This design comes from an exercise in tuning for small area on the open sky130 flow, not from production work.
RTL that was checked went through simulation tests only; none was proved equivalent to the original.
The RTL of runs 5 to 7 was laid out without a check of its function.
No activity file was given, so power comes from the tool's default toggle rates.

[design.v]
module fp_adder_top ( input  wire        clk,
                      input  wire [31:0] a,
                      input  wire [31:0] b,
                      output wire [31:0] s
                    );
  reg  [31:0] a_q, b_q, s_q;
  wire [31:0] s_d;
  always @(posedge clk) begin
    a_q <= a;
    b_q <= b;
    s_q <= s_d;
  end
  fp_adder u_add ( .a(a_q), .b(b_q), .s(s_d) );
  assign s = s_q;
endmodule

module fp_adder ( input  wire [31:0] a ,
                  input  wire [31:0] b ,
                  output wire [31:0] s
                );
wire [7:0]  ea = a[30:23], eb = b[30:23];
wire        sub = a[31] ^ b[31];
wire        hx  = |ea | |eb;            
wire        hy  = |ea & |eb;            
wire        special = ~(|ea[7:1] | |eb[7:1]) & (ea[0] ^ eb[0]);
wire [8:0]  dab = {1'b0, ea} - {1'b0, eb};
wire        ge = ~dab[8] & ((|dab[7:0]) | (a[22:0] >= b[22:0]));
wire [22:0] mxn, myn;
wire [7:0]  exn;
fpa_muxi #(.W(23)) u_mx (.a(a[22:0]), .b(b[22:0]), .s(ge), .sn(~ge), .y(mxn));
fpa_muxi #(.W(23)) u_my (.a(b[22:0]), .b(a[22:0]), .s(ge), .sn(~ge), .y(myn));
fpa_muxi #(.W(8))  u_ex (.a(ea), .b(eb), .s(ge), .sn(~ge), .y(exn));
wire [7:0]  ex = ~exn;
wire [4:0]  ng  = ~dab[4:0] + 5'd1;
wire        bign = ~((dab[8:5] == 4'b1111) & (|dab[4:0])) & (|dab);
wire [4:0]  d5  = ge ? dab[4:0] : ng;
wire        big = ge ? |dab[7:5] : bign;
wire [4:0]  sh  = special ? 5'd0 : (d5 | {5{big}});
wire        sgn = ge ? a[31] : b[31];
wire [25:0] al;
wire        sticky;
fpa_align u_aln (.mn({~hy, myn}), .sh(sh), .q(al), .sticky(sticky));
wire [27:0] u;
fpa_addsub u_add (.hx(hx), .mxn(mxn), .al(al), .sticky(sticky), .sub(sub), .u(u));
wire [4:0]  t;
fpa_lzcap u_lzc (.u(u), .ex(ex), .sub(sub), .t(t));
wire [27:0] rn;
wire        rovf, hp01;
wire [2:0]  tc;
fpa_pround u_prn (.u(u), .sub(sub), .ex(ex), .rn(rn), .rovf(rovf), .tc(tc), .hp01(hp01));
wire [27:0] n1;
fpa_norm u_nrm (.un(rn), .t(t), .n(n1));
wire [7:0]  e2;
fpa_final u_fin (.n26(n1[27]), .ex(ex), .t(t), .rovf(rovf), .tc(tc), .hp01(hp01), .e(e2));
assign s = {sgn, e2, n1[26:4]};
endmodule
module fpa_align ( input wire [23:0] mn, input wire [4:0] sh,
                   output wire [25:0] q, output wire sticky );
wire [4:0]  shn = ~sh;
wire [25:0] r1, r2n, r3, r4n;
fpa_sh #(.W(26), .S(1),  .INV(1), .ZL(2)) u_s1 (.d({mn, 2'b11}), .s(sh[0]), .sn(shn[0]), .q(r1));
fpa_sh #(.W(26), .S(2),  .INV(0), .ZL(1)) u_s2 (.d(r1),  .s(sh[1]), .sn(shn[1]), .q(r2n));
fpa_sh #(.W(26), .S(4),  .INV(1), .ZL(0)) u_s3 (.d(r2n), .s(sh[2]), .sn(shn[2]), .q(r3));
fpa_sh #(.W(26), .S(8),  .INV(0), .ZL(0)) u_s4 (.d(r3),  .s(sh[3]), .sn(shn[3]), .q(r4n));
fpa_sh #(.W(26), .S(16), .INV(1), .ZL(0)) u_s5 (.d(r4n), .s(sh[4]), .sn(shn[4]), .q(q));
assign sticky = (sh[1] & r1[1]) | (sh[2] & ~&r2n[3:0]) | (sh[3] & |r3[7:0]) | (sh[4] & ~&r4n[15:0]);
endmodule
module fpa_norm ( input wire [27:0] un, input wire [4:0] t, output wire [27:0] n );
wire [4:0]  tn = ~t;
wire [27:0] l1, l2n, l3, l4n;
fpa_sh #(.W(28), .S(1),  .INV(1), .LEFT(1), .ZL(2)) u_s1 (.d(un),  .s(t[0]), .sn(tn[0]), .q(l1));
fpa_sh #(.W(28), .S(2),  .INV(0), .LEFT(1), .ZL(2)) u_s2 (.d(l1),  .s(t[1]), .sn(tn[1]), .q(l2n));
fpa_sh #(.W(28), .S(4),  .INV(1), .LEFT(1), .ZL(2)) u_s3 (.d(l2n), .s(t[2]), .sn(tn[2]), .q(l3));
fpa_sh #(.W(28), .S(8),  .INV(0), .LEFT(1), .ZL(2)) u_s4 (.d(l3),  .s(t[3]), .sn(tn[3]), .q(l4n));
fpa_sh #(.W(28), .S(16), .INV(1), .LEFT(1), .ZL(2)) u_s5 (.d(l4n), .s(t[4]), .sn(tn[4]), .q(n));
endmodule
module fpa_sh #(parameter W = 26, parameter S = 1, parameter INV = 0,
                parameter LEFT = 0, parameter ZL = 0)
               ( input wire [W-1:0] d, input wire s, input wire sn, output wire [W-1:0] q );
genvar i;
generate for (i = 0; i < W; i = i + 1) begin : g_b
  localparam integer J = LEFT ? i - S : i + S;
  localparam HAS1 = (J >= 0) && (J < W) && (J >= ZL);
  localparam HAS0 = (i >= ZL);
  if (HAS1 && HAS0) begin : g_m
    fpa_aoi22 u (.a1(d[J]), .a2(s), .b1(d[i]), .b2(sn), .y(q[i]));
  end else if (HAS0) begin : g_0
    if (INV == 0) begin : g_t
      fpa_nand2 u (.a(d[i]), .b(sn), .y(q[i]));
    end else begin : g_i
      fpa_nor2 u (.a(d[i]), .b(s), .y(q[i]));
    end
  end else if (HAS1) begin : g_1
    if (INV == 0) begin : g_t
      fpa_nand2 u (.a(d[J]), .b(s), .y(q[i]));
    end else begin : g_i
      fpa_nor2 u (.a(d[J]), .b(sn), .y(q[i]));
    end
  end else begin : g_c
    assign q[i] = (INV == 0);
  end
end endgenerate
endmodule
module fpa_muxi #(parameter W = 1)
                 ( input wire [W-1:0] a, input wire [W-1:0] b, input wire s, input wire sn,
                   output wire [W-1:0] y );
genvar i;
generate for (i = 0; i < W; i = i + 1) begin : g_b
  fpa_aoi22 u (.a1(a[i]), .a2(s), .b1(b[i]), .b2(sn), .y(y[i]));
end endgenerate
endmodule
module fpa_aoi22 ( input wire a1, input wire a2, input wire b1, input wire b2, output wire y );
assign y = ~((a1 & a2) | (b1 & b2));
endmodule
module fpa_aoi21 ( input wire a1, input wire a2, input wire b, output wire y );
assign y = ~((a1 & a2) | b);
endmodule
module fpa_oai21 ( input wire a1, input wire a2, input wire b1, output wire y );
assign y = ~((a1 | a2) & b1);
endmodule
module fpa_nand2 ( input wire a, input wire b, output wire y );
assign y = ~(a & b);
endmodule
module fpa_nor2 ( input wire a, input wire b, output wire y );
assign y = ~(a | b);
endmodule
module fpa_addsub ( input wire hx, input wire [22:0] mxn, input wire [25:0] al,
                    input wire sticky, input wire sub,
                    output wire [27:0] u );
wire [27:0] aa = {1'b0, hx, ~mxn, 3'b000};
wire [27:0] bb = {1'b0, al, sticky} ^ {28{sub}};
wire [27:0] p = aa ^ bb, g = aa & bb;
wire [28:0] c;
assign c[0] = sub;
genvar i;
generate for (i = 0; i < 26; i = i + 2) begin : g_add
  assign u[i]   = p[i] ^ c[i];
  assign u[i+1] = p[i+1] ^ (g[i] | (p[i] & c[i]));
  assign c[i+2] = g[i+1] | (p[i+1] & g[i]) | (p[i+1] & p[i] & c[i]);
end endgenerate
assign u[26] = p[26] ^ c[26];
assign u[27] = (g[26] | (p[26] & c[26])) & ~sub;    
endmodule
module fpa_lzcap ( input wire [27:0] u, input wire [7:0] ex, input wire sub,
                   output wire [4:0] t );
wire [31:0] x = {u[27:2], 6'b100000};
wire [15:0] v1; wire [15:0] p1;
wire [7:0]  v2; wire [15:0] p2;
wire [3:0]  v3; wire [11:0] p3;
wire [1:0]  v4; wire [7:0]  p4;
genvar j;
generate for (j = 0; j < 16; j = j + 1) begin : l1
  assign v1[j] = x[2*j+1] | x[2*j];
  assign p1[j] = ~x[2*j+1];
end endgenerate
generate for (j = 0; j < 8; j = j + 1) begin : l2
  assign v2[j] = v1[2*j+1] | v1[2*j];
  assign p2[2*j+1:2*j] = v1[2*j+1] ? {1'b0, p1[2*j+1]} : {1'b1, p1[2*j]};
end endgenerate
generate for (j = 0; j < 4; j = j + 1) begin : l3
  assign v3[j] = v2[2*j+1] | v2[2*j];
  assign p3[3*j+2:3*j] = v2[2*j+1] ? {1'b0, p2[4*j+3:4*j+2]} : {1'b1, p2[4*j+1:4*j]};
end endgenerate
generate for (j = 0; j < 2; j = j + 1) begin : l4
  assign v4[j] = v3[2*j+1] | v3[2*j];
  assign p4[4*j+3:4*j] = v3[2*j+1] ? {1'b0, p3[6*j+5:6*j+3]} : {1'b1, p3[6*j+2:6*j]};
end endgenerate
wire [4:0] lz = v4[1] ? {1'b0, p4[7:4]} : {1'b1, p4[3:0]};
wire [7:0] cap = (sub && ex != 8'd0) ? ex : 8'd1;
wire       le  = (|cap[7:5]) | ~(lz > cap[4:0]);
assign t = le ? lz : cap[4:0];
endmodule
module fpa_pround ( input wire [27:0] u, input wire sub, input wire [7:0] ex,
                    output wire [27:0] rn, output wire rovf, output wire [2:0] tc,
                    output wire hp01 );
wire [27:0] r;
assign rn = ~r;
wire t0 = ~sub & u[27];
wire t1 = sub ? (u[26] | (ex[7:1] == 7'd0)) : ~u[27];
wire t2 = sub & ~u[26] & u[25] & (ex[7:1] != 7'd0);
wire rnd0 = u[3] & (u[2] | u[1] | u[4]);
wire rnd1 = u[2] & (u[1] | u[0] | u[3]);
wire rnd2 = u[1] & (u[0] | u[2]);
wire c2 = t2 & rnd2;
wire c3 = (u[2] & c2) | (t1 & rnd1);
wire c4 = (u[3] & c3) | (t0 & rnd0);
assign r[1:0] = u[1:0];
assign r[2] = u[2] ^ c2;
assign r[3] = u[3] ^ c3;
wire [23:0] x = u[27:4];
wire [5:0]  ag;
genvar i;
generate for (i = 0; i < 6; i = i + 1) begin : g_ag
  assign ag[i] = &x[4*i+3:4*i];
end endgenerate
wire [5:0]  pg;                         
assign pg[0] = ag[0];
assign pg[1] = ag[0] & ag[1];
assign pg[2] = pg[1] & ag[2];
assign pg[3] = pg[1] & ag[2] & ag[3];
assign pg[4] = pg[3] & ag[4];
assign pg[5] = pg[3] & ag[4] & ag[5];
wire [5:0]  gc = {pg[4:0], 1'b1} & {6{c4}};
generate for (i = 0; i < 24; i = i + 1) begin : g_bit
  if ((i % 4) == 0) begin : g0
    assign r[4+i] = x[i] ^ gc[i/4];
  end else begin : g1
    assign r[4+i] = x[i] ^ (gc[i/4] & (&x[i-1:(i/4)*4]));
  end
end endgenerate
assign rovf = (t0 & rnd0 & (&u[27:4])) | (t1 & rnd1 & (&u[26:3])) | (t2 & rnd2 & (&u[25:2]));
assign tc = {t2, t1, t0};
assign hp01 = t0 | (t1 & u[26]) | (t2 & u[25]);
endmodule
module fpa_final ( input wire n26, input wire [7:0] ex, input wire [4:0] t,
                   input wire rovf, input wire [2:0] tc, input wire hp01,
                   output wire [7:0] e );
wire        hp = hp01 | (~|tc & n26);
wire [7:0]  e2 = (ex + 8'd1 + rovf) - t;
assign e = e2 & {8{hp}};
endmodule
[flow/run.sh]
#!/bin/bash
# Layout flow: the standard ORFS flow (standard.sh), with these changes:
#  - synthesis maps each module with the ABC script flow/abc_area.script
#    (ABC_AREA=1; the script replaces ORFS's abc_area.script in a scripts
#    folder of links to ORFS's scripts),
#  - port buffers are sky130_fd_sc_hd__buf_1,
set -euo pipefail
F=$(pwd)
mkdir -p "$F/scripts"
for f in "$FLOW_HOME"/scripts/*; do ln -sf "$f" "$F/scripts/"; done
rm -f "$F/scripts/abc_area.script"
cp "$F/flow/abc_area.script" "$F/scripts/abc_area.script"
EXTRA=$(cat "$F/flow/extra_make_args" 2>/dev/null || true)
sed "s#\"\${@:-finish}\"#SCRIPTS_DIR=$F/scripts ABC_AREA=1 BUFFER_PORTS_ARGS='-buffer_cell sky130_fd_sc_hd__buf_1' $EXTRA \"\${@:-finish}\"#" standard.sh > "$F/my_standard.sh"
bash "$F/my_standard.sh" > "$F/flow_make.log" 2>&1
[flow/abc_area.script]
strash
&get -n
&st
&dc2
&dc2
&dch -f
&nf -R 1000 -p -C 32 -F 8
&put
[flow/extra_make_args]
ADDER_MAP_FILE= SYNTH_INSBUF=0 SYNTH_OPERATIONS_ARGS=-noshare CTS_ARGS='-sink_clustering_enable -repair_clock_nets -buf_list sky130_fd_sc_hd__clkbuf_8 -dont_use_dummy_load'
[standard.sh]
#!/bin/bash
# synth_recipe.tcl (not shown) runs the flow's synth.tcl, then flattens the netlist and writes it again
# the make line also repeats each setting of config.mk as NAME=value (left out here)
make -C /OpenROAD-flow-scripts/flow DESIGN_CONFIG=/design/flow/config.mk WORK_HOME=/design/flow/orfs CLKGATE_MAP_FILE= SYNTH_SCRIPT=/design/flow/synth_recipe.tcl "${@:-finish}"
[config.mk]
export PLATFORM = sky130hd
export DESIGN_NAME = fp_adder_top
export DESIGN_NICKNAME = fp_adder_top
export VERILOG_FILES = /design/flow/design.v
export SDC_FILE = /design/flow/constraint.sdc
export NUM_CORES = 4
export LEC_CHECK = 0
export CAP_MARGIN = 10
export CORE_MARGIN = 2
export CORE_UTILIZATION = 55
export GPL_ROUTABILITY_DRIVEN = 0
export SETUP_SLACK_MARGIN = -0.5
export SLEW_MARGIN = 10
export SYNTH_HIERARCHICAL = 1
export SYNTH_MINIMUM_KEEP_SIZE = 0
[constraint.sdc]
create_clock -name core_clock -period 15.0 [get_ports {clk}]
set_input_delay 3.0000 -clock core_clock [delete_from_list [all_inputs] [get_ports {clk}]]
set_output_delay 3.0000 -clock core_clock [all_outputs]
set_load 0.01 [all_outputs]
==> results.py, run 1 <==
metrics = {
    "final_layout": {
        "antenna_cells": 0,
        "drive_gt1_frac": 0.105,
        "postLayoutCoreUtil": 0.676,
        "areaGrowthSynthToFinish_pct": 19.5,
        "final_net_count": 1129,
    },
    "route": {
        "drc": 0,
        "finalWirelength_mm": 19.4,
        "drt-initial-drc-count": 579,
        "drt.antenna.violating_nets": 0,
        "avgRoutedWirePerCell_um": 15.7,
        "first_pass_iters": 5,
        "num_vias": 7602,
        "via_per_inst": 6.16,
    },
    "global_route": {
        "grt-ovfl-total": 0,
        "grt_max_degree": 47,
        "grt.total_usage": 0.265,
        "grt_pass1_wl_mm": 30.7,
        "grt_pass1_vias": 6459,
        "antenna_found_initial": 0,
    },
    "power_and_ir_drop": {
        "p_leak_uw": 0.00304,
        "power_density_nw_per_um2": 176,
        "ir_worst_vdd_mv": 0.0669,
    },
    "sta": {
        "fin_crit_sh": 0.961,
        "finalHoldViolCount": 0,
        "clock_skew_ns": 0.0199,
        "fin_crit_ns": 14.42,
        "relSlewSlack": 0.532,
        "fmax_ghz": 0.0693,
        "postLayoutSetupSlackWorst_ns": 0.578,
        "setup_viol": 0,
        "slew_violations": 0,
        "max_slew.worst_pin.slew_ns": 0.697,
    },
    "worst_setup_path": {
        "arrival_ns": 14.74,
        "worstPathMaxFanout": 29,
        "slowest_delay_ns": 0.41,
        "critPathCaptureType": "flip-flop",
        "crit_required_ns": 15.31,
        "slowest_stage": "maj3_1",
        "start_kind": "flip-flop",
        "cpMostUsedCell": "o21a_1",
        "critPathKind": "flip-flop to flip-flop",
    },
    "floorplanning": {
        "die_area_um2": 13900,
        "fp.dieW_um": 118,
        "dieHeight_um": 118,
        "core-area_um2": 12600,
        "row_count": 41,
        "start_util": 0.565,
        "ios": 97,
    },
    "logic_synthesis": {
        "yosys_warnings": 7,
        "syn_area_um2": 7140,
        "postSynthCellCount": 924,
        "syn_area_per_cell_um2": 7.72,
        "syn_nets": 989,
    },
    "clocking": {
        "insertion_delay_ns": 0.39,
        "clock_sinks": 96,
        "cts-root-buf": "clkbuf_8",
        "clk_pin_slew_ns": 0.09,
        "holdBufCountCts": 0,
        "cts_buffers": 9,
        "clockBufferDepth": 2,
        "htree_levels": 3,
        "cts_tree": "yes",
    },
    "place": {
        "portBuffers": 96,
        "dp_hpwl_mm": 14.2,
        "pre_cts_slack_ns": -0.974,
    },
    "worst_hold_path": {
        "hold_path.class": "flip-flop to flip-flop",
    },
    "outcome": {
        "status": "no timing/DRC/antenna violations",
    },
    "job": {
        "max_cap_viol_count": 0,
    },
}
==> where the power goes <==
group,internal [uW],switching [uW],total (uW)
clock,53.8,80.0,134
sequential,313,18.5,331
combinational,399,633,1030
total,766,732,1500
==> per-stage QoR <==
stage | instances | power [uW] | hold slack (ns) | TNS (ns) | instance area [um^2]
after floorplan | 924 | 1060 | 0.455 | -3.35 | 7170
after global placement | 1209 | 1270 | 0.583 | -4.20 | 7910
after detailed placement | 1209 | 1270 | 0.587 | -10.41 | 7910
after CTS | 1218 | 1410 | 0.608 | -2.41 | 8050
after global routing | 1234 | 1620 | 0.626 | -4.60 | 8530
final | 1234 | 1500 | 0.600 | 0 | 8530
==> state kept, by name (all words and copies together), names as in the netlist <==
| signal | cells |
|---|---|
| a_q | 32 |
| s_q | 32 |
| b_q | 32 |
==> critical path: cells and delay by family, from the launching register on <==
family / cells / cell delay, ns
buffers and inverters: 7 / 1.36
flip-flops: 1 / 0.36
AO/OA/AOI/OAI: 37 / 6.69
AND/OR/NAND/NOR: 20 / 2.86
adder cells (fa/ha/maj): 6 / 2.21
XOR/XNOR: 5 / 0.86
==> layer usage <==
layer	wire length [um]	track usage	share of wire
met1	8890	0.354	0.46
met2	9030	0.435	0.47
met3	832	0.0315	0.043
met4	663	0.105	0.034
met5	0	0	0
==> cell type report <==
type,instances,area [um^2]
well taps,172,215
flip-flops and latches,96,1920
repair buffers,124,612
multi-input cells,774,5390
fillers,1127,4090
repair inverters,4,27.5
clock buffers,9,124
inverters,55,236
==> worst paths after layout <==
kind,cells past startpoint,startpoint,slack [ns],endpoint
setup / recovery,75,b_q[24]$_DFF_P_,0.58,s_q[30]$_DFF_P_
hold / removal,1,a_q[31]$_DFF_P_,0.60,s_q[31]$_DFF_P_
setup reg to reg,75,b_q[24]$_DFF_P_,0.58,s_q[30]$_DFF_P_
hold reg to reg,1,a_q[31]$_DFF_P_,0.60,s_q[31]$_DFF_P_
==> timing repair <==
action | 4_1_cts | 5_1_grt
setup buffers | 0 | 10
endpoints found under the setup margin | 8 | 31
gates resized for setup | 2 | 85
cloned | 0 | 6
pin swaps | 0 | 8
==> cells in the final DEF, fill, tap and decap left out, types with 3 or more instances in the layout <==
cell and instances:
a22oi_1 216, nor2_1 110, buf_1 96, dfxtp_1 94
xnor2_1 61, nand2_1 58, clkinv_1 47, xor2_1 40
a22oi_2 35, nor3_1 34, buf_4 24, o21a_1 21
o21ai_0 20, nor2b_1 17, a21oi_1 17, nand4_1 14
o22ai_1 11, nor4_1 9, clkinvlp_4 9, clkbuf_8 9
maj3_1 8, nand2b_1 8, nand3_1 8, or3_1 6
or4_1 6, and3_1 5, a21oi_2 4, a21o_1 4
a221oi_1 3, a22o_1 3, o21ai_1 3, a31oi_1 3
buf_12 3
==> run 2: changes to the inputs <==
==> flow/abc_area.script (replaced) <==
strash
&get -n
&st
&dch -f
&nf -R 1000 -p -C 32
&put
==> run 2 against run 1 <==
Clock power about the same; final area decreased by 2.9%; synthesized cell count down 0.22%; die area increased by 1.5%; largest power group unchanged.
==> results.py, run 2 <==
metrics = {
    "outcome": {
        "status": "no timing/DRC/antenna violations",
    },
    "power_and_ir_drop": {
        "ir_worst_vdd_mv": 0.0771,
        "p_leak_uw": 0.00296,
        "p_seq_frac": 0.231,
        "p_total_uw": 1450,
        "power_density_nw_per_um2": 175,
        "swShare": 0.484,
        "pwr-share-clk": 0.091,
        "combPwrFrac": 0.678,
        "p_sw_uw": 702,
        "intPower_uw": 747,
    },
    "global_route": {
        "grt.total_usage": 0.260,
        "grt_max_degree": 57,
        "grt_pass1_vias": 6629,
        "grt_pass1_wl_mm": 30.6,
        "antenna_found_initial": 0,
        "grt-ovfl-total": 0,
    },
    "route": {
        "drc": 0,
        "finalWirelength_mm": 18.2,
        "via_per_inst": 6.07,
        "drt-initial-drc-count": 476,
        "avgRoutedWirePerCell_um": 14.9,
        "drt.antenna.violating_nets": 0,
        "first_pass_iters": 6,
        "num_vias": 7397,
    },
    "final_layout": {
        "antenna_cells": 0,
        "nFillCells": 1194,
        "multi_input_area_um2": 5300,
        "final_net_count": 1114,
        "final_cell_mix": "a22oi_1 (247), xnor2_1 (99), dfxtp_1 (96), buf_1 (96), nor2_1 (81)",
        "areaGrowthSynthToFinish_pct": 14.2,
        "top_regs": "a_q x32, b_q x32, s_q x32",
        "layout_commonest_cell": "a22oi_1",
        "drive_gt1_frac": 0.0554,
        "postLayoutCoreUtil": 0.651,
        "regArea_um2": 1920,
    },
    "clocking": {
        "htree_levels": 3,
        "cts_tree": "yes",
        "holdBufCountCts": 0,
        "clock_sinks": 96,
        "cts_buffers": 9,
        "cts-root-buf": "clkbuf_8",
        "clockBufferDepth": 2,
        "clk_pin_slew_ns": 0.10,
        "insertion_delay_ns": 0.39,
    },
    "worst_setup_path": {
        "arrival_ns": 14.19,
        "slowest_stage": "a2111oi_0",
        "slowest_delay_ns": 0.50,
        "ff2ff_path_depth": 73,
        "r2r_end": "s_q[26]$_DFF_P_",
        "crit_required_ns": 15.32,
        "r2r-start": "a_q[0]$_DFF_P_",
        "startpoint": "a_q[0]$_DFF_P_",
        "critPathKind": "flip-flop to flip-flop",
        "cp-endpoint": "s_q[26]$_DFF_P_",
        "r2r_setup_slack_ns": 1.13,
        "critPathCaptureType": "flip-flop",
        "start_kind": "flip-flop",
        "cpMostUsedCell": "nand3_1",
        "worstPathMaxFanout": 56,
    },
    "sta": {
        "clock_skew_ns": 0.0374,
        "relSlewSlack": 0.511,
        "fmax_ghz": 0.0721,
        "max_slew.worst_pin.slew_ns": 0.731,
        "setup_viol": 0,
        "postLayoutSetupSlackWorst_ns": 1.13,
        "fin_crit_sh": 0.925,
        "finalHoldViolCount": 0,
        "fin_crit_ns": 13.87,
        "slew_violations": 0,
    },
    "floorplanning": {
        "core-area_um2": 12700,
        "die_area_um2": 14100,
        "fp.dieW_um": 119,
        "start_util": 0.570,
        "row_count": 41,
        "ios": 97,
        "dieHeight_um": 119,
    },
    "logic_synthesis": {
        "syn_nets": 987,
        "syn_area_per_cell_um2": 7.86,
        "yosys_warnings": 7,
        "postSynthCellCount": 922,
        "syn_area_um2": 7250,
    },
    "place": {
        "pre_cts_slack_ns": 0.627,
        "portBuffers": 96,
        "dp_hpwl_mm": 14.1,
    },
    "worst_hold_path": {
        "hold_path.class": "flip-flop to flip-flop",
    },
    "job": {
        "max_cap_viol_count": 0,
    },
}
[run 2: critical path: cells and delay by family, from the launching register on]
family	cells	cell delay, ns
AO/OA/AOI/OAI	34	6.90
AND/OR/NAND/NOR	34	5.58
buffers and inverters	3	0.47
adder cells (fa/ha/maj)	1	0.36
flip-flops	1	0.33
XOR/XNOR	1	0.21
[run 2: layer usage]
metal,vias to the layer above,global-route usage,routed length [um]
li1,3791,-,-
met1,3329,0.337,8370
met2,235,0.431,8470
met3,42,0.0415,868
met4,0,0.105,487
met5,-,0,0
[run 2: stage by stage]
| stage | TNS (ns) | area (um^2) | hold WS [ns] | std cells |
|---|---|---|---|---|
| after floorplan | -3.02 | 7300 | 0.455 | 922 |
| after global placement | 0 | 8000 | 0.579 | 1204 |
| after detailed placement | 0 | 8000 | 0.576 | 1204 |
| after CTS | 0 | 8130 | 0.606 | 1213 |
| after global routing | -3.65 | 8280 | 0.634 | 1219 |
| final | 0 | 8280 | 0.600 | 1219 |
[run 2: worst min path at each step]
stage	startpoint	to	slack, ns	depth (start not counted)
2_1_floorplan	a_q[31]$_DFF_P_	s_q[31]$_DFF_P_	0.45	1
3_3_place_gp	a_q[31]$_DFF_P_	s_q[31]$_DFF_P_	0.58	1
3_5_place_dp	a_q[31]$_DFF_P_	s_q[31]$_DFF_P_	0.58	1
4_1_cts	a_q[31]$_DFF_P_	s_q[31]$_DFF_P_	0.61	1
5_1_grt	a_q[31]$_DFF_P_	s_q[31]$_DFF_P_	0.63	1
6_report	a_q[31]$_DFF_P_	s_q[31]$_DFF_P_	0.60	1
[run 2: area by class of cell]
class | count | area share
Multi-Input combinational cell | 780 | 0.640
Tap cell | 172 | 0.0260
Clock buffer | 9 | 0.0150
Inverter | 45 | 0.0222
Sequential cell | 96 | 0.232
Timing Repair inverter | 1 | 0.000907
Timing Repair Buffer | 116 | 0.0641
[run 2: power by group through the flow]
stage	registers [uW]	logic [uW]	clock network, uW
final	335	983	132
after global placement	339	947	0
after CTS	335	954	136
after floorplan	362	731	0
after detailed placement	341	952	0
after global routing	340	1100	147
[run 2: repair_timing]
item                                    4_1_cts  5_1_grt
resized for setup                             0       27
setup buffers                                 0        6
endpoints found under the setup margin        0       19
hold endpoints to repair                      0        0
==> run 3: changes to the inputs <==
==> flow/abc_area.script (replaced) <==
strash
&get -n
&st
&dch -f
&nf -R 1000 -p -F 10 -A 5
&put
==> run 3 against run 2 <==
Wire length fell by 0.45%; sequential power about the same; global-route usage shrank 0.31 points; worst hold slack worse by 0.00072 ns; highest routed layer unchanged.
==> results.py, run 3 <==
metrics = {
    "clocking": {
        "cts_buffers": 9,
        "clk_pin_slew_ns": 0.10,
        "cts_tree": "yes",
        "cts_resized": 0,
        "clockBufferDepth": 2,
        "cts_setup_buffers": 0,
        "htree_levels": 3,
        "holdBufCountCts": 0,
        "cts-root-buf": "clkbuf_8",
        "clock_sinks": 96,
        "insertion_delay_ns": 0.38,
    },
    "logic_synthesis": {
        "syn_area_um2": 7290,
        "yosys_warnings": 7,
        "postSynthCellCount": 920,
        "syn_nets": 985,
        "syn_area_per_cell_um2": 7.93,
    },
    "sta": {
        "postLayoutSetupSlackWorst_ns": 1.12,
        "relSlewSlack": 0.247,
        "finalHoldViolCount": 0,
        "max_slew.worst_pin.slew_ns": 1.13,
        "setup_viol": 0,
        "fin_crit_sh": 0.926,
        "fin_crit_ns": 13.88,
        "fmax_ghz": 0.0720,
        "clock_skew_ns": 0.0306,
        "slew_violations": 0,
        "whs_ns": 0.599,
    },
    "worst_setup_path": {
        "cpMostUsedCell": "a22oi_1",
        "slowest_stage": "maj3_1",
        "cp-endpoint": "s_q[25]$_DFF_P_",
        "slowest_delay_ns": 0.40,
        "arrival_ns": 14.17,
        "critPathKind": "flip-flop to flip-flop",
        "crit_required_ns": 15.29,
        "r2r_setup_slack_ns": 1.12,
        "start_kind": "flip-flop",
        "r2r_end": "s_q[25]$_DFF_P_",
        "critPathCaptureType": "flip-flop",
        "r2r-start": "b_q[23]$_DFF_P_",
        "ff2ff_path_depth": 67,
        "startpoint": "b_q[23]$_DFF_P_",
        "worstPathMaxFanout": 24,
    },
    "power_and_ir_drop": {
        "ir_worst_vdd_mv": 0.0720,
        "power_density_nw_per_um2": 187,
        "p_sw_uw": 753,
        "p_seq_frac": 0.218,
        "intPower_uw": 781,
        "pwr-share-clk": 0.086,
        "swShare": 0.491,
        "p_leak_uw": 0.00301,
        "combPwrFrac": 0.696,
    },
    "place": {
        "pre_cts_slack_ns": 0.227,
        "portBuffers": 96,
        "dp_hpwl_mm": 14.3,
        "postPlaceCellArea_um2": 8020,
    },
    "route": {
        "avgRoutedWirePerCell_um": 14.9,
        "finalWirelength_mm": 18.1,
        "num_vias": 7270,
        "drc": 0,
        "via_per_inst": 5.98,
        "drt.antenna.violating_nets": 0,
        "drt-initial-drc-count": 525,
        "first_pass_iters": 6,
    },
    "final_layout": {
        "nFillCells": 1251,
        "antenna_cells": 0,
        "drive_gt1_frac": 0.0375,
        "top_regs": "a_q x32, b_q x32, s_q x32",
        "final_net_count": 1107,
        "layout_commonest_cell": "a22oi_1",
        "areaGrowthSynthToFinish_pct": 12.5,
        "fin_area_um2": 8200,
        "final_cell_mix": "a22oi_1 (250), dfxtp_1 (96), buf_1 (96)",
        "postLayoutCoreUtil": 0.627,
    },
    "outcome": {
        "status": "no timing/DRC/antenna violations",
    },
    "worst_hold_path": {
        "hold_path.class": "flip-flop to flip-flop",
        "holdCritStartpoint": "a_q[31]$_DFF_P_",
    },
    "floorplanning": {
        "start_util": 0.557,
        "row_count": 42,
        "ios": 97,
        "fp.dieW_um": 119,
        "die_area_um2": 14200,
        "dieHeight_um": 119,
        "core-area_um2": 13100,
    },
    "global_route": {
        "antenna_found_initial": 0,
        "grt-ovfl-total": 0,
        "grt_pass1_wl_mm": 30.2,
        "grt.total_usage": 0.257,
        "grt_pass1_vias": 6456,
        "grt_max_degree": 62,
    },
    "job": {
        "max_cap_viol_count": 0,
    },
}
==> run 3: worst min path at each step <==
stage,cells after the start,end,slack (ns)
final,1,s_q[31]$_DFF_P_,0.60
after global routing,1,s_q[31]$_DFF_P_,0.65
after CTS,1,s_q[31]$_DFF_P_,0.61
after detailed placement,1,s_q[31]$_DFF_P_,0.58
after global placement,1,s_q[31]$_DFF_P_,0.57
after floorplan,1,s_q[31]$_DFF_P_,0.45
==> run 3: power by group through the flow <==
stage	sequential, uW	combinational (uW)	clock (uW)
2_1_floorplan	363	799	0
3_3_place_gp	340	1040	0
3_5_place_dp	341	1050	0
4_1_cts	335	1050	136
5_1_grt	341	1200	145
6_report	335	1070	131
==> run 3: per-layer routing <==
| layer | up-vias | GRT usage | part of all wire |
|---|---|---|---|
| li1 | 3739 | - | - |
| met1 | 3286 | 0.332 | 0.46 |
| met2 | 208 | 0.436 | 0.47 |
| met3 | 37 | 0.0283 | 0.039 |
| met4 | 0 | 0.107 | 0.027 |
| met5 | - | 0 | 0 |
==> run 3: per-stage QoR <==
step	power, uW	cells	setup TNS [ns]
after global placement	1380	1206	0
after global routing	1690	1216	-3.71
after detailed placement	1390	1206	0
final	1530	1216	0
after floorplan	1160	920	-2.51
after CTS	1520	1215	0
==> run 3: final cells by class <==
class	count	area [um^2]	share of cell area
inverter	33	138	0.0168
sequential	96	1920	0.234
tap	176	220	0.0268
timing repair inverter	1	7.51	0.000915
timing repair buffer	111	477	0.0581
multi-input combinational	790	5320	0.648
clock buffer	9	124	0.0151
==> run 3: worst max-delay path, delay by kind of cell, from the launching register on <==
kind	cells	cell delay, ns
buf+inv	2	0.33
fa+ha+maj	3	1.15
compound gates	33	6.72
simple gates	27	4.87
flops	1	0.35
xor+xnor	2	0.38
==> run 4: changes to the inputs <==
--- a/design.v
+++ b/design.v
@@ -32,3 +32,2 @@
 fpa_muxi #(.W(8))  u_ex (.a(ea), .b(eb), .s(ge), .sn(~ge), .y(exn));
-wire [7:0]  ex = ~exn;
 wire [4:0]  ng  = ~dab[4:0] + 5'd1;
@@ -45,3 +44,3 @@
 wire [4:0]  t;
-fpa_lzcap u_lzc (.u(u), .ex(ex), .sub(sub), .t(t));
+fpa_lzcap u_lzc (.u(u), .exn(exn), .sub(sub), .t(t));
 wire [27:0] rn;
@@ -49,3 +48,3 @@
 wire [2:0]  tc;
-fpa_pround u_prn (.u(u), .sub(sub), .ex(ex), .rn(rn), .rovf(rovf), .tc(tc), .hp01(hp01));
+fpa_pround u_prn (.u(u), .sub(sub), .exn(exn), .rn(rn), .rovf(rovf), .tc(tc), .hp01(hp01));
 wire [27:0] n1;
@@ -53,3 +52,3 @@
 wire [7:0]  e2;
-fpa_final u_fin (.n26(n1[27]), .ex(ex), .t(t), .rovf(rovf), .tc(tc), .hp01(hp01), .e(e2));
+fpa_final u_fin (.n26(n1[27]), .exn(exn), .t(t), .rovf(rovf), .tc(tc), .hp01(hp01), .e(e2));
 assign s = {sgn, e2, n1[26:4]};
@@ -143,4 +142,5 @@
 endmodule
-module fpa_lzcap ( input wire [27:0] u, input wire [7:0] ex, input wire sub,
+module fpa_lzcap ( input wire [27:0] u, input wire [7:0] exn, input wire sub,
                    output wire [4:0] t );
+wire [7:0] ex = ~exn;
 wire [31:0] x = {u[27:2], 6'b100000};
@@ -172,3 +172,3 @@
 endmodule
-module fpa_pround ( input wire [27:0] u, input wire sub, input wire [7:0] ex,
+module fpa_pround ( input wire [27:0] u, input wire sub, input wire [7:0] exn,
                     output wire [27:0] rn, output wire rovf, output wire [2:0] tc,
@@ -177,2 +177,3 @@
 assign rn = ~r;
+wire [7:0] ex = ~exn;
 wire t0 = ~sub & u[27];
@@ -214,5 +215,6 @@
 endmodule
-module fpa_final ( input wire n26, input wire [7:0] ex, input wire [4:0] t,
+module fpa_final ( input wire n26, input wire [7:0] exn, input wire [4:0] t,
                    input wire rovf, input wire [2:0] tc, input wire hp01,
                    output wire [7:0] e );
+wire [7:0]  ex = ~exn;
 wire        hp = hp01 | (~|tc & n26);
==> flow/abc_area.script (replaced) <==
strash
&get -n
&st
&dch -f
&nf -R 1000 -p
&put
==> run 4 against run 3 <==
Final area is 0.46% higher; wire length rose by 3.0%; power fell by 0.70%; clock power barely moved; largest power group unchanged; clock skew fell by 0.012 ns; still clean on timing, DRC and antenna.
==> results.py, run 4 <==
metrics = {
    "sta": {
        "slew_violations": 0,
        "fin_crit_sh": 0.912,
        "setup_viol": 0,
        "clock_skew_ns": 0.0186,
        "fmax_ghz": 0.0731,
        "max_slew.worst_pin.slew_ns": 0.929,
        "relSlewSlack": 0.364,
        "whs_ns": 0.602,
        "fin_crit_ns": 13.69,
        "finalHoldViolCount": 0,
    },
    "route": {
        "drt.antenna.violating_nets": 0,
        "num_vias": 7438,
        "finalWirelength_mm": 18.7,
        "drc": 0,
        "avgRoutedWirePerCell_um": 15.3,
        "via_per_inst": 6.08,
        "first_pass_iters": 5,
        "drt-initial-drc-count": 510,
    },
    "worst_setup_path": {
        "cpMostUsedCell": "o21ai_0",
        "r2r-start": "b_q[23]$_DFF_P_",
        "start_kind": "flip-flop",
        "critical-path-top-delay-family": "compound AO/OA/AOI/OAI gates",
        "cp-endpoint": "s_q[30]$_DFF_P_",
        "r2r_setup_slack_ns": 1.31,
        "arrival_ns": 13.96,
        "worstPathMaxFanout": 59,
        "slowest_stage": "or4_1",
        "startpoint": "b_q[23]$_DFF_P_",
        "cp_num_cells": 59,
        "critPathKind": "flip-flop to flip-flop",
        "critPathCaptureType": "flip-flop",
        "critPathBufInv": 5,
        "r2r_end": "s_q[30]$_DFF_P_",
        "crit_required_ns": 15.28,
        "ff2ff_path_depth": 59,
        "slowest_delay_ns": 0.49,
    },
    "logic_synthesis": {
        "yosys_warnings": 7,
        "postSynthCellCount": 922,
        "syn_area_um2": 7320,
        "syn_nets": 987,
        "syn_area_per_cell_um2": 7.93,
    },
    "global_route": {
        "grt-ovfl-total": 0,
        "grt.total_usage": 0.266,
        "grt_pass1_wl_mm": 31.4,
        "grt_max_degree": 60,
        "grt_pass1_vias": 6653,
        "antenna_found_initial": 0,
    },
    "clocking": {
        "cts_buffers": 9,
        "cts_tree": "yes",
        "cts_resized": 0,
        "holdBufCountCts": 0,
        "clk_pin_slew_ns": 0.09,
        "insertion_delay_ns": 0.38,
        "clock_sinks": 96,
        "htree_levels": 3,
        "clockBufferDepth": 2,
        "cts-root-buf": "clkbuf_8",
        "cts_setup_buffers": 0,
    },
    "power_and_ir_drop": {
        "p_leak_uw": 0.00301,
        "ir_worst_vdd_mv": 0.0656,
        "power_density_nw_per_um2": 185,
    },
    "outcome": {
        "status": "no timing/DRC/antenna violations",
    },
    "final_layout": {
        "layout_commonest_cell": "a22oi_1",
        "postLayoutCoreUtil": 0.627,
        "nFillCells": 1227,
        "drive_gt1_frac": 0.0363,
        "final_cell_mix": "a22oi_1 (250), dfxtp_1 (96), buf_1 (96)",
        "final_net_count": 1114,
        "antenna_cells": 0,
        "top_regs": "a_q x32, b_q x32, s_q x32",
        "areaGrowthSynthToFinish_pct": 12.6,
        "final_cells": 1223,
        "fin_area_um2": 8240,
    },
    "place": {
        "dp_cells": 1214,
        "dp_hpwl_mm": 14.7,
        "portBuffers": 96,
        "postPlaceCellArea_um2": 8100,
    },
    "floorplanning": {
        "die_area_um2": 14200,
        "start_util": 0.557,
        "row_count": 42,
        "ios": 97,
        "dieHeight_um": 119,
        "fp.dieW_um": 119,
        "core-area_um2": 13100,
    },
    "worst_hold_path": {
        "hold_path.class": "flip-flop to flip-flop",
    },
    "job": {
        "max_cap_viol_count": 0,
    },
}
==> run 4: layout make-up <==
| class | instances | area [um^2] | area share |
|---|---|---|---|
| inverter | 29 | 116 | 0.0141 |
| clock buffer | 9 | 124 | 0.0150 |
| sequential | 96 | 1920 | 0.233 |
| timing repair buffer | 117 | 526 | 0.0638 |
| tap | 176 | 220 | 0.0267 |
| multi-input combinational | 796 | 5330 | 0.647 |
==> run 4: worst min path at each step <==
stage	cells past startpoint	end	from	slack, ns
floorplan	1	s_q[31]$_DFF_P_	a_q[31]$_DFF_P_	0.45
global placement	1	s_q[31]$_DFF_P_	a_q[31]$_DFF_P_	0.59
detailed placement	1	s_q[31]$_DFF_P_	a_q[31]$_DFF_P_	0.59
CTS	1	s_q[31]$_DFF_P_	a_q[31]$_DFF_P_	0.61
global route	1	s_q[31]$_DFF_P_	a_q[31]$_DFF_P_	0.61
finish	1	s_q[31]$_DFF_P_	a_q[31]$_DFF_P_	0.60
==> run 4: through the flow <==
step                worst slack (ns)  setup TNS (ns)  total power [uW]
floorplan                     -0.416           -3.32              1140
global placement                1.04               0              1370
detailed placement             0.758               0              1370
CTS                            0.703               0              1510
global route                  -0.400           -3.20              1670
finish                          1.31               0              1520
==> run 4: where the power goes <==
| part | switching [uW] | internal, uW |
|---|---|---|
| clock network | 78.4 | 53.8 |
| registers | 19.7 | 314 |
| logic | 651 | 406 |
| total | 749 | 774 |
==> run 4: layer usage <==
| layer | up-vias | global-route usage | wire [um] |
|---|---|---|---|
| met4 | 0 | 0.103 | 516 |
| met3 | 37 | 0.0479 | 950 |
| met5 | - | 0 | 0 |
| met2 | 249 | 0.437 | 8550 |
| li1 | 3786 | - | - |
| met1 | 3366 | 0.348 | 8640 |
==> run 5: changes to the inputs <==
--- a/design.v
+++ b/design.v
@@ -26,3 +26,3 @@
 wire [8:0]  dab = {1'b0, ea} - {1'b0, eb};
-wire        ge = ~dab[8] & ((|dab[7:0]) | (a[22:0] >= b[22:0]));
+wire        ge = ~dab[8];
 wire [22:0] mxn, myn;
@@ -32,2 +32,3 @@
 fpa_muxi #(.W(8))  u_ex (.a(ea), .b(eb), .s(ge), .sn(~ge), .y(exn));
+wire [7:0]  ex = ~exn;
 wire [4:0]  ng  = ~dab[4:0] + 5'd1;
@@ -37,3 +38,2 @@
 wire [4:0]  sh  = special ? 5'd0 : (d5 | {5{big}});
-wire        sgn = ge ? a[31] : b[31];
 wire [25:0] al;
@@ -42,5 +42,7 @@
 wire [27:0] u;
-fpa_addsub u_add (.hx(hx), .mxn(mxn), .al(al), .sticky(sticky), .sub(sub), .u(u));
+wire        neg;
+fpa_addsub u_add (.hx(hx), .mxn(mxn), .al(al), .sticky(sticky), .sub(sub), .u(u), .neg(neg));
+wire        sgn = (ge ? a[31] : b[31]) ^ neg;
 wire [4:0]  t;
-fpa_lzcap u_lzc (.u(u), .exn(exn), .sub(sub), .t(t));
+fpa_lzcap u_lzc (.u(u), .ex(ex), .sub(sub), .t(t));
 wire [27:0] rn;
@@ -48,7 +50,7 @@
 wire [2:0]  tc;
-fpa_pround u_prn (.u(u), .sub(sub), .exn(exn), .rn(rn), .rovf(rovf), .tc(tc), .hp01(hp01));
-wire [27:0] n1;
-fpa_norm u_nrm (.un(rn), .t(t), .n(n1));
+fpa_pround u_prn (.u(u), .sub(sub), .neg(neg), .ex(ex), .rn(rn), .rovf(rovf), .tc(tc), .hp01(hp01));
+wire [28:0] n1;
+fpa_norm u_nrm (.un({1'b1, rn}), .t(t), .n(n1));
 wire [7:0]  e2;
-fpa_final u_fin (.n26(n1[27]), .exn(exn), .t(t), .rovf(rovf), .tc(tc), .hp01(hp01), .e(e2));
+fpa_final u_fin (.n28(n1[28]), .n27(n1[27]), .ex(ex), .t(t), .rovf(rovf), .tc(tc), .hp01(hp01), .e(e2));
 assign s = {sgn, e2, n1[26:4]};
@@ -66,10 +68,10 @@
 endmodule
-module fpa_norm ( input wire [27:0] un, input wire [4:0] t, output wire [27:0] n );
+module fpa_norm ( input wire [28:0] un, input wire [4:0] t, output wire [28:0] n );
 wire [4:0]  tn = ~t;
-wire [27:0] l1, l2n, l3, l4n;
-fpa_sh #(.W(28), .S(1),  .INV(1), .LEFT(1), .ZL(2)) u_s1 (.d(un),  .s(t[0]), .sn(tn[0]), .q(l1));
-fpa_sh #(.W(28), .S(2),  .INV(0), .LEFT(1), .ZL(2)) u_s2 (.d(l1),  .s(t[1]), .sn(tn[1]), .q(l2n));
-fpa_sh #(.W(28), .S(4),  .INV(1), .LEFT(1), .ZL(2)) u_s3 (.d(l2n), .s(t[2]), .sn(tn[2]), .q(l3));
-fpa_sh #(.W(28), .S(8),  .INV(0), .LEFT(1), .ZL(2)) u_s4 (.d(l3),  .s(t[3]), .sn(tn[3]), .q(l4n));
-fpa_sh #(.W(28), .S(16), .INV(1), .LEFT(1), .ZL(2)) u_s5 (.d(l4n), .s(t[4]), .sn(tn[4]), .q(n));
+wire [28:0] l1, l2n, l3, l4n;
+fpa_sh #(.W(29), .S(1),  .INV(1), .LEFT(1), .ZL(2)) u_s1 (.d(un),  .s(t[0]), .sn(tn[0]), .q(l1));
+fpa_sh #(.W(29), .S(2),  .INV(0), .LEFT(1), .ZL(2)) u_s2 (.d(l1),  .s(t[1]), .sn(tn[1]), .q(l2n));
+fpa_sh #(.W(29), .S(4),  .INV(1), .LEFT(1), .ZL(2)) u_s3 (.d(l2n), .s(t[2]), .sn(tn[2]), .q(l3));
+fpa_sh #(.W(29), .S(8),  .INV(0), .LEFT(1), .ZL(2)) u_s4 (.d(l3),  .s(t[3]), .sn(tn[3]), .q(l4n));
+fpa_sh #(.W(29), .S(16), .INV(1), .LEFT(1), .ZL(2)) u_s5 (.d(l4n), .s(t[4]), .sn(tn[4]), .q(n));
 endmodule
@@ -127,3 +129,3 @@
                     input wire sticky, input wire sub,
-                    output wire [27:0] u );
+                    output wire [27:0] u, output wire neg );
 wire [27:0] aa = {1'b0, hx, ~mxn, 3'b000};
@@ -134,13 +136,15 @@
 genvar i;
+wire [26:0] w;
 generate for (i = 0; i < 26; i = i + 2) begin : g_add
-  assign u[i]   = p[i] ^ c[i];
-  assign u[i+1] = p[i+1] ^ (g[i] | (p[i] & c[i]));
+  assign w[i]   = p[i] ^ c[i];
+  assign w[i+1] = p[i+1] ^ (g[i] | (p[i] & c[i]));
   assign c[i+2] = g[i+1] | (p[i+1] & g[i]) | (p[i+1] & p[i] & c[i]);
 end endgenerate
-assign u[26] = p[26] ^ c[26];
-assign u[27] = (g[26] | (p[26] & c[26])) & ~sub;    
-endmodule
-module fpa_lzcap ( input wire [27:0] u, input wire [7:0] exn, input wire sub,
+assign w[26] = p[26] ^ c[26];
+wire   c27 = g[26] | (p[26] & c[26]);
+assign neg = sub & ~c27;               
+assign u = {c27 & ~sub, w ^ {27{neg}}};
+endmodule
+module fpa_lzcap ( input wire [27:0] u, input wire [7:0] ex, input wire sub,
                    output wire [4:0] t );
-wire [7:0] ex = ~exn;
 wire [31:0] x = {u[27:2], 6'b100000};
@@ -172,3 +176,3 @@
 endmodule
-module fpa_pround ( input wire [27:0] u, input wire sub, input wire [7:0] exn,
+module fpa_pround ( input wire [27:0] u, input wire sub, input wire neg, input wire [7:0] ex,
                     output wire [27:0] rn, output wire rovf, output wire [2:0] tc,
@@ -177,6 +181,5 @@
 assign rn = ~r;
-wire [7:0] ex = ~exn;
 wire t0 = ~sub & u[27];
-wire t1 = sub ? (u[26] | (ex[7:1] == 7'd0)) : ~u[27];
-wire t2 = sub & ~u[26] & u[25] & (ex[7:1] != 7'd0);
+wire t1 = sub ? (~neg & (u[26] | (ex[7:1] == 7'd0))) : ~u[27];
+wire t2 = sub & ~neg & ~u[26] & u[25] & (ex[7:1] != 7'd0);
 wire rnd0 = u[3] & (u[2] | u[1] | u[4]);
@@ -185,6 +188,6 @@
 wire c2 = t2 & rnd2;
-wire c3 = (u[2] & c2) | (t1 & rnd1);
+wire c3 = (u[2] & c2) | (t1 & rnd1) | neg;    
 wire c4 = (u[3] & c3) | (t0 & rnd0);
 assign r[1:0] = u[1:0];
-assign r[2] = u[2] ^ c2;
+assign r[2] = (u[2] ^ c2) & ~neg;
 assign r[3] = u[3] ^ c3;
@@ -215,8 +218,8 @@
 endmodule
-module fpa_final ( input wire n26, input wire [7:0] exn, input wire [4:0] t,
+module fpa_final ( input wire n28, input wire n27, input wire [7:0] ex, input wire [4:0] t,
                    input wire rovf, input wire [2:0] tc, input wire hp01,
                    output wire [7:0] e );
-wire [7:0]  ex = ~exn;
-wire        hp = hp01 | (~|tc & n26);
-wire [7:0]  e2 = (ex + 8'd1 + rovf) - t;
+wire        ov = rovf | n28;
+wire        hp = hp01 | (~|tc & (n27 | n28));
+wire [7:0]  e2 = (ex + 8'd1 + ov) - t;
 assign e = e2 & {8{hp}};
--- a/config.mk
+++ b/config.mk
@@ -10,3 +10,2 @@
 export CORE_UTILIZATION = 55
-export GPL_ROUTABILITY_DRIVEN = 0
 export SETUP_SLACK_MARGIN = -0.5
==> run 5 against run 4 <==
Critical endpoint unchanged; wire length grew 9.2%; worst setup slack lost 0.52 ns; critical path depth grew 7; worst hold slack gained 0.078 ns; still clean on timing, DRC and antenna; final area grew 1.8%; die area shrank 1.8%.
==> results.py, run 5 <==
metrics = {
    "outcome": {
        "status": "no timing/DRC/antenna violations",
    },
    "worst_hold_path": {
        "worstHoldEndpoint": "s_q[31]$_DFF_P_",
        "holdCritStartpoint": "b_q[31]$_DFF_P_",
        "hold_path.class": "flip-flop to flip-flop",
        "hold_depth": 2,
    },
    "clocking": {
        "insertion_delay_ns": 0.38,
        "cts_buffers": 9,
        "cts_setup_buffers": 0,
        "clockBufferDepth": 2,
        "cts_resized": 0,
        "clk_pin_slew_ns": 0.10,
        "cts-root-buf": "clkbuf_8",
        "cts_tree": "yes",
        "holdBufCountCts": 0,
        "htree_levels": 3,
        "clock_sinks": 96,
    },
    "logic_synthesis": {
        "syn_nets": 958,
        "syn_area_um2": 7180,
        "syn_area_per_cell_um2": 8.04,
        "postSynthCellCount": 893,
        "yosys_warnings": 7,
    },
    "worst_setup_path": {
        "critPathBufInv": 5,
        "cpMostUsedCell": "a22oi_1",
        "crit_required_ns": 15.33,
        "slowest_delay_ns": 0.56,
        "critical-path-top-delay-family": "compound AO/OA/AOI/OAI gates",
        "worstPathMaxFanout": 29,
        "slowest_stage": "or4_1",
        "arrival_ns": 14.54,
        "r2r_setup_slack_ns": 0.79,
        "r2r_end": "s_q[30]$_DFF_P_",
        "critPathCaptureType": "flip-flop",
        "critPathKind": "flip-flop to flip-flop",
        "start_kind": "flip-flop",
        "r2r-start": "b_q[24]$_DFF_P_",
        "ff2ff_path_depth": 66,
    },
    "route": {
        "num_vias": 7603,
        "via_per_inst": 6.25,
        "drt-initial-drc-count": 531,
        "drt.antenna.violating_nets": 0,
        "first_pass_iters": 7,
        "avgRoutedWirePerCell_um": 16.8,
        "finalWirelength_mm": 20.4,
        "drc": 0,
    },
    "sta": {
        "tns_ns": 0,
        "setup_viol": 0,
        "fin_crit_ns": 14.21,
        "clock_skew_ns": 0.0313,
        "fin_crit_sh": 0.947,
        "relSlewSlack": 0.545,
        "finalHoldViolCount": 0,
        "max_slew.worst_pin.slew_ns": 0.678,
        "fmax_ghz": 0.0704,
        "slew_violations": 0,
        "whs_ns": 0.679,
    },
    "power_and_ir_drop": {
        "power_density_nw_per_um2": 220,
        "p_leak_uw": 0.00305,
        "ir_worst_vdd_mv": 0.0879,
    },
    "global_route": {
        "grt_pass1_vias": 7201,
        "grt_max_degree": 56,
        "grt-ovfl-total": 0,
        "grt_pass1_wl_mm": 33.5,
        "grt.total_usage": 0.287,
        "antenna_found_initial": 0,
    },
    "final_layout": {
        "postLayoutCoreUtil": 0.662,
        "layout_commonest_cell": "a22oi_1",
        "antenna_cells": 0,
        "top_regs": "a_q x32, b_q x32, s_q x32",
        "drive_gt1_frac": 0.0709,
        "final_cell_mix": "a22oi_1 (255), xnor2_1 (106), dfxtp_1 (96), buf_1 (96), nor2_1 (87)",
        "areaGrowthSynthToFinish_pct": 16.8,
        "final_net_count": 1111,
    },
    "place": {
        "portBuffers": 96,
        "dp_hpwl_mm": 16.1,
        "place.gp.congestion": 1.05,
    },
    "floorplanning": {
        "core-area_um2": 12700,
        "die_area_um2": 14000,
        "row_count": 41,
        "ios": 97,
        "dieHeight_um": 118,
        "start_util": 0.567,
        "fp.dieW_um": 118,
    },
    "job": {
        "max_cap_viol_count": 0,
    },
}
[run 5: cell types whose count changed in the layout (fill, tap and decap cells not counted), sizes merged, moves of 5 or more]
cell    before  now
nand3b       6    0
xnor2       84  108
a31oi       12    7
a21oi       33   27
nand2b      25   17
buf        117  140
nor2        93   87
xor2        59   46
o21ai       36   30
nand3       16   11
nor2b       12   19
a22oi      250  255
[run 5: report_power, final]
| part | internal [uW] | switching [uW] |
|---|---|---|
| Sequential | 317 | 15.6 |
| Combinational | 551 | 828 |
| Clock | 53.8 | 77.2 |
| Total | 922 | 920 |
[run 5: routing by layer]
layer | vias to the layer above | routed length (um) | track usage
li1 | 3716 | - | -
met1 | 3547 | 8320 | 0.330
met2 | 278 | 10200 | 0.518
met3 | 62 | 989 | 0.0468
met4 | 0 | 817 | 0.128
met5 | - | 0 | 0
[run 5: final cells by class]
| cell class | count | area [um^2] |
|---|---|---|
| repair buffers | 140 | 732 |
| flip-flops and latches | 96 | 1920 |
| fillers | 1135 | 4280 |
| repair inverters | 2 | 12.5 |
| inverters | 29 | 126 |
| clock buffers | 9 | 124 |
| well taps | 172 | 215 |
| multi-input cells | 768 | 5260 |
[run 5: how the worst max path moves through the flow]
stage                               start              end  depth (start not counted)
after CTS                 b_q[24]$_DFF_P_  s_q[30]$_DFF_P_                         66
after global routing      a_q[24]$_DFF_P_  s_q[30]$_DFF_P_                         65
after detailed placement  b_q[24]$_DFF_P_  s_q[30]$_DFF_P_                         66
after global placement    b_q[24]$_DFF_P_  s_q[30]$_DFF_P_                         66
after floorplan           a_q[24]$_DFF_P_  s_q[30]$_DFF_P_                         62
final                     b_q[24]$_DFF_P_  s_q[30]$_DFF_P_                         66
[run 5: worst register-to-register path: cells and delay by family (launching register included)]
kind / cells / cell delay, ns
xor+xnor: 2 / 0.51
fa+ha+maj: 1 / 0.42
simple gates: 17 / 3.35
flops: 1 / 0.36
buf+inv: 5 / 1.02
mux: 2 / 0.62
compound gates: 39 / 7.83
[run 5: through the flow]
step | setup WS (ns) | total power [uW] | cells | cell area, um^2
after floorplan | -0.466 | 1300 | 893 | 7220
after global placement | 0.264 | 1630 | 1205 | 8190
after detailed placement | -0.319 | 1660 | 1205 | 8190
after CTS | -0.383 | 1800 | 1214 | 8310
after global routing | -0.541 | 2000 | 1216 | 8390
final | 0.792 | 1840 | 1216 | 8390
==> run 6: changes to the inputs <==
--- a/design.v
+++ b/design.v
@@ -223,3 +223,10 @@
 wire        hp = hp01 | (~|tc & (n27 | n28));
-wire [7:0]  e2 = (ex + 8'd1 + ov) - t;
+wire [7:0]  e0 = (ex + 8'd1) - t;
+wire [7:0]  pa;
+assign pa[0] = 1'b1;
+genvar j;
+generate for (j = 1; j < 8; j = j + 1) begin : g_pa
+  assign pa[j] = pa[j-1] & e0[j-1];
+end endgenerate
+wire [7:0]  e2 = e0 ^ (pa & {8{ov}});
 assign e = e2 & {8{hp}};
==> run 6 against run 5 <==
Critical path depth down 3; cell count down 0.49%; global-route usage down 1.2 points; clock-buffer cell count unchanged; sequential share of layout area up 0.42 points; register-to-register slack better by 0.08 ns; power down 4.4%; critical path type unchanged; critical endpoint unchanged.
==> results.py, run 6 <==
metrics = {
    "clocking": {
        "htree_levels": 3,
        "cts_buffers": 9,
        "cts-root-buf": "clkbuf_8",
        "clk_pin_slew_ns": 0.10,
        "insertion_delay_ns": 0.39,
        "clockBufferDepth": 2,
        "cts_tree": "yes",
        "clock_sinks": 96,
        "holdBufCountCts": 0,
    },
    "logic_synthesis": {
        "syn_area_per_cell_um2": 8.01,
        "yosys_warnings": 7,
        "syn_area_um2": 7250,
        "syn_nets": 970,
        "postSynthCellCount": 905,
    },
    "worst_hold_path": {
        "hold_path.class": "flip-flop to flip-flop",
    },
    "worst_setup_path": {
        "crit_required_ns": 15.32,
        "slowest_delay_ns": 0.58,
        "critPathCaptureType": "flip-flop",
        "critical-path-top-delay-family": "compound AO/OA/AOI/OAI gates",
        "arrival_ns": 14.45,
        "critPathKind": "flip-flop to flip-flop",
        "cpMostUsedCell": "a22oi_1",
        "slowest_stage": "or4_1",
        "critPathBufInv": 2,
        "worstPathMaxFanout": 29,
        "start_kind": "flip-flop",
    },
    "global_route": {
        "grt-ovfl-total": 0,
        "grt_pass1_vias": 6735,
        "use_met3": 0.0391,
        "grt_pass1_wl_mm": 31.8,
        "grt_use_met1": 0.325,
        "grt_use_met2": 0.485,
        "antenna_found_initial": 0,
        "grt.total_usage": 0.274,
        "top_usage_layer": "met2",
        "grt_max_degree": 56,
    },
    "sta": {
        "fin_crit_sh": 0.942,
        "whs_ns": 0.857,
        "finalHoldViolCount": 0,
        "clock_skew_ns": 0.0331,
        "fmax_ghz": 0.0708,
        "setup_viol": 0,
        "relSlewSlack": 0.546,
        "slew_violations": 0,
        "postLayoutSetupSlackWorst_ns": 0.869,
        "max_slew.worst_pin.slew_ns": 0.675,
        "fin_crit_ns": 14.13,
    },
    "power_and_ir_drop": {
        "ir_worst_vdd_mv": 0.0763,
        "combPwrFrac": 0.735,
        "p_leak_uw": 0.00298,
        "p_seq_frac": 0.189,
        "intPower_uw": 875,
        "pwr-share-clk": 0.075,
        "power_density_nw_per_um2": 214,
        "swShare": 0.503,
        "p_sw_uw": 886,
    },
    "place": {
        "dp_cells": 1200,
        "dp_hpwl_mm": 15.6,
        "postPlaceCellArea_um2": 8080,
        "portBuffers": 96,
        "pre_cts_slack_ns": -0.0837,
        "place.gp.congestion": 0.966,
    },
    "final_layout": {
        "drive_gt1_frac": 0.0482,
        "nFillCells": 1141,
        "fin_area_um2": 8240,
        "antenna_cells": 0,
        "layout_commonest_cell": "a22oi_1",
        "areaGrowthSynthToFinish_pct": 13.6,
        "final_cell_mix": "a22oi_1 (255), xnor2_1 (109), dfxtp_1 (96), buf_1 (96), nor2_1 (87)",
        "top_regs": "a_q x32, b_q x32, s_q x32",
        "final_cells": 1210,
        "final_net_count": 1105,
    },
    "floorplanning": {
        "dieHeight_um": 119,
        "fp.dieW_um": 119,
        "core-area_um2": 12700,
        "ios": 97,
        "row_count": 41,
        "start_util": 0.570,
        "die_area_um2": 14100,
    },
    "route": {
        "via_per_inst": 6.18,
        "drt-initial-drc-count": 468,
        "num_vias": 7473,
        "finalWirelength_mm": 19.8,
        "drt.antenna.violating_nets": 0,
        "first_pass_iters": 6,
        "avgRoutedWirePerCell_um": 16.4,
        "drc": 0,
    },
    "outcome": {
        "status": "no timing/DRC/antenna violations",
    },
    "job": {
        "max_cap_viol_count": 0,
    },
}
[run 6: final timing paths]
check / startpoint / end / slack (ns) / cells past startpoint
setup reg to reg: b_q[24]$_DFF_P_ / s_q[30]$_DFF_P_ / 0.87 / 63
hold reg to reg: a_q[31]$_DFF_P_ / s_q[31]$_DFF_P_ / 0.86 / 2
hold / removal: a_q[31]$_DFF_P_ / s_q[31]$_DFF_P_ / 0.86 / 2
setup / recovery: b_q[24]$_DFF_P_ / s_q[30]$_DFF_P_ / 0.87 / 63
[run 6: area by class of cell]
type | count | area, um^2 | area share
clock buffers | 9 | 124 | 0.0150
inverters | 28 | 116 | 0.0141
multi-input cells | 781 | 5290 | 0.642
flip-flops and latches | 96 | 1920 | 0.233
well taps | 172 | 215 | 0.0261
repair buffers | 123 | 567 | 0.0688
repair inverters | 1 | 7.51 | 0.000911
[run 6: metrics by stage]
step                      power, uW  TNS [ns]  utilization
final                          1760         0        0.647
after global routing           1910     -1.71        0.647
after CTS                      1740    -0.376        0.645
after detailed placement       1610    -0.109        0.635
after global placement         1600         0        0.635
after floorplan                1310     -1.54            -
[run 6: repair_timing]
action | in CTS | in global routing
endpoints found under the setup margin | 0 | 8
resized for setup | 0 | 13
setup buffers | 0 | 0
[run 6: metal layers]
metal | part of all wire | vias to the layer above
met5 | 0 | -
met4 | 0.038 | 0
met3 | 0.051 | 47
met2 | 0.49 | 251
met1 | 0.42 | 3448
li1 | - | 3727
[run 6: power groups by stage]
stage               combinational (uW)  clock (uW)  sequential, uW
floorplan                          951           0             362
global placement                  1260           0             339
detailed placement                1270           0             340
CTS                               1270         136             334
global route                      1430         144             338
finish                            1290         133             333
[run 6: worst reg2reg max path: cells and delay by family, from the launching register on]
family | cells | cell delay (ns)
AOI/OAI and AO/OA | 35 | 6.98
and+or+nand+nor | 21 | 4.75
xor gates and xnor gates | 2 | 0.55
muxes | 2 | 0.53
buffers and inverters | 2 | 0.48
adders and majority gates | 1 | 0.43
DFF | 1 | 0.35
==> run 7: changes to the inputs <==
--- a/config.mk
+++ b/config.mk
@@ -10,2 +10,3 @@
 export CORE_UTILIZATION = 55
+export GPL_ROUTABILITY_DRIVEN = 0
 export SETUP_SLACK_MARGIN = -0.5
==> run 7 against run 6 <==
Critical path depth rose by 1; global-route usage fell by 0.94 points; non-clock buffer count fell by 2; clock power barely moved; wire length fell by 4.6%; first-iteration DRC count rose by 3.8%; fmax rose by 1.7%; utilization fell by 0.098 points; cell count fell by 0.17%; combinational power barely moved; via count fell by 1.7%; final area fell by 0.15%; critical endpoint unchanged; largest cell class unchanged; largest power group unchanged.
==> results.py, run 7 <==
metrics = {
    "route": {
        "finalWirelength_mm": 18.9,
        "drt-initial-drc-count": 486,
        "via_per_inst": 6.08,
        "met1_length_mm": 8.38,
        "num_vias": 7348,
        "drt.antenna.violating_nets": 0,
        "wl_met2_mm": 9.05,
        "drc": 0,
        "first_pass_iters": 5,
        "top_layer": "met4",
        "avgRoutedWirePerCell_um": 15.7,
        "wl_met3_um": 760,
    },
    "worst_setup_path": {
        "r2r_setup_slack_ns": 1.10,
        "worstPathMaxFanout": 29,
        "slowest_delay_ns": 0.56,
        "critPathBufInv": 3,
        "cpMostUsedCell": "a22oi_1",
        "r2r-start": "b_q[24]$_DFF_P_",
        "slowest_stage": "or4_1",
        "ff2ff_path_depth": 64,
        "start_kind": "flip-flop",
        "r2r_end": "s_q[30]$_DFF_P_",
        "critical-path-top-delay-family": "compound AO/OA/AOI/OAI gates",
        "critPathKind": "flip-flop to flip-flop",
        "critPathCaptureType": "flip-flop",
        "arrival_ns": 14.22,
        "crit_required_ns": 15.32,
    },
    "power_and_ir_drop": {
        "p_sw_uw": 879,
        "pwr-share-clk": 0.075,
        "power_density_nw_per_um2": 212,
        "combPwrFrac": 0.734,
        "p_seq_frac": 0.191,
        "swShare": 0.503,
        "intPower_uw": 868,
        "ir_worst_vdd_mv": 0.0710,
        "p_leak_uw": 0.00297,
    },
    "final_layout": {
        "drive_gt1_frac": 0.0463,
        "layout_commonest_cell": "a22oi_1",
        "final_cell_mix": "a22oi_1 (255), xnor2_1 (109), dfxtp_1 (96), buf_1 (96), nor2_1 (87)",
        "top_regs": "a_q x32, b_q x32, s_q x32",
        "postLayoutCoreUtil": 0.646,
        "areaGrowthSynthToFinish_pct": 13.5,
        "final_net_count": 1103,
        "fin_area_um2": 8220,
        "antenna_cells": 0,
    },
    "place": {
        "dp_hpwl_mm": 14.8,
        "portBuffers": 96,
        "pre_cts_slack_ns": 0.237,
        "postPlaceCellArea_um2": 8070,
    },
    "sta": {
        "finalHoldViolCount": 0,
        "fin_crit_ns": 13.90,
        "max_slew.worst_pin.slew_ns": 0.684,
        "postLayoutSetupSlackWorst_ns": 1.10,
        "relSlewSlack": 0.541,
        "setup_viol": 0,
        "fmax_ghz": 0.0719,
        "slew_violations": 0,
        "fin_crit_sh": 0.927,
        "clock_skew_ns": 0.0236,
    },
    "logic_synthesis": {
        "syn_area_um2": 7250,
        "postSynthCellCount": 905,
        "syn_area_per_cell_um2": 8.01,
        "yosys_warnings": 7,
        "syn_nets": 970,
    },
    "worst_hold_path": {
        "hold_path.class": "flip-flop to flip-flop",
        "worstHoldEndpoint": "s_q[31]$_DFF_P_",
        "hold_depth": 2,
        "holdCritStartpoint": "b_q[31]$_DFF_P_",
    },
    "clocking": {
        "htree_levels": 3,
        "clock_sinks": 96,
        "insertion_delay_ns": 0.37,
        "cts-root-buf": "clkbuf_8",
        "cts_buffers": 9,
        "clk_pin_slew_ns": 0.09,
        "cts_setup_buffers": 0,
        "clockBufferDepth": 2,
        "cts_tree": "yes",
    },
    "floorplanning": {
        "fp.dieW_um": 119,
        "core-area_um2": 12700,
        "row_count": 41,
        "ios": 97,
        "start_util": 0.570,
        "dieHeight_um": 119,
        "die_area_um2": 14100,
    },
    "global_route": {
        "grt_pass1_vias": 6563,
        "grt_pass1_wl_mm": 31.0,
        "antenna_found_initial": 0,
        "grt_max_degree": 56,
        "grt.total_usage": 0.265,
        "grt-ovfl-total": 0,
    },
    "job": {
        "max_cap_viol_count": 0,
    },
    "outcome": {
        "status": "no timing/DRC/antenna violations",
    },
}
[run 7: worst min-delay path, delay by kind of cell, from the launching register on]
family / cells / cell delay [ns]
xor+xnor: 1 / 0.16
flops: 1 / 0.41
mux: 1 / 0.20
[run 7: layout make-up]
class / instances / area (um^2)
clock buffer: 9 / 124
multi-input combinational: 781 / 5290
timing repair inverter: 1 / 7.51
fill: 1196 / 4500
timing repair buffer: 121 / 552
sequential: 96 / 1920
tap: 172 / 215
inverter: 28 / 116
[run 7: power by group through the flow]
stage	Clock (uW)	Combinational (uW)	Sequential, uW
4_1_cts	137	1260	334
5_1_grt	144	1430	339
3_3_place_gp	0	1250	339
3_5_place_dp	0	1250	340
2_1_floorplan	0	951	362
6_report	132	1280	333
[run 7: timing repair]
action,in CTS,in global routing
gates resized for setup,0,12
endpoints found under the setup margin,0,8
hold buffers,0,0
[run 7: per-stage QoR]
stage | TNS, ns | std cells | hold WS (ns) | power [uW]
4_1_cts | 0 | 1207 | 0.849 | 1730
2_1_floorplan | -1.54 | 905 | 0.538 | 1310
3_5_place_dp | 0 | 1198 | 0.837 | 1590
3_3_place_gp | 0 | 1198 | 0.835 | 1590
6_report | 0 | 1208 | 0.847 | 1750
5_1_grt | -1.42 | 1208 | 0.859 | 1910
[run 7: worst max-delay path by stage]
stage | from | to | slack (ns) | cells past startpoint
2_1_floorplan | a_q[24]$_DFF_P_ | s_q[30]$_DFF_P_ | -0.43 | 60
3_3_place_gp | b_q[24]$_DFF_P_ | s_q[30]$_DFF_P_ | 0.48 | 64
3_5_place_dp | b_q[24]$_DFF_P_ | s_q[30]$_DFF_P_ | 0.24 | 64
4_1_cts | b_q[24]$_DFF_P_ | s_q[30]$_DFF_P_ | 0.19 | 64
5_1_grt | b_q[24]$_DFF_P_ | s_q[30]$_DFF_P_ | -0.42 | 66
6_report | b_q[24]$_DFF_P_ | s_q[30]$_DFF_P_ | 1.10 | 64
[run 7: routing by layer]
metal / track usage / vias up
met1: 0.336 / 3328
met3: 0.0265 / 46
li1: - / 3732
met5: 0 / -
met4: 0.122 / 0
met2: 0.452 / 242

Setup slack of run 7, layout unchanged: 1.098 ns with ideal ports, 1.098 ns with driving cells assumed (clock clkbuf_16, inputs buf_2), 1.098 ns with port delays also shifted by the 0.400 ns mid clock arrival.
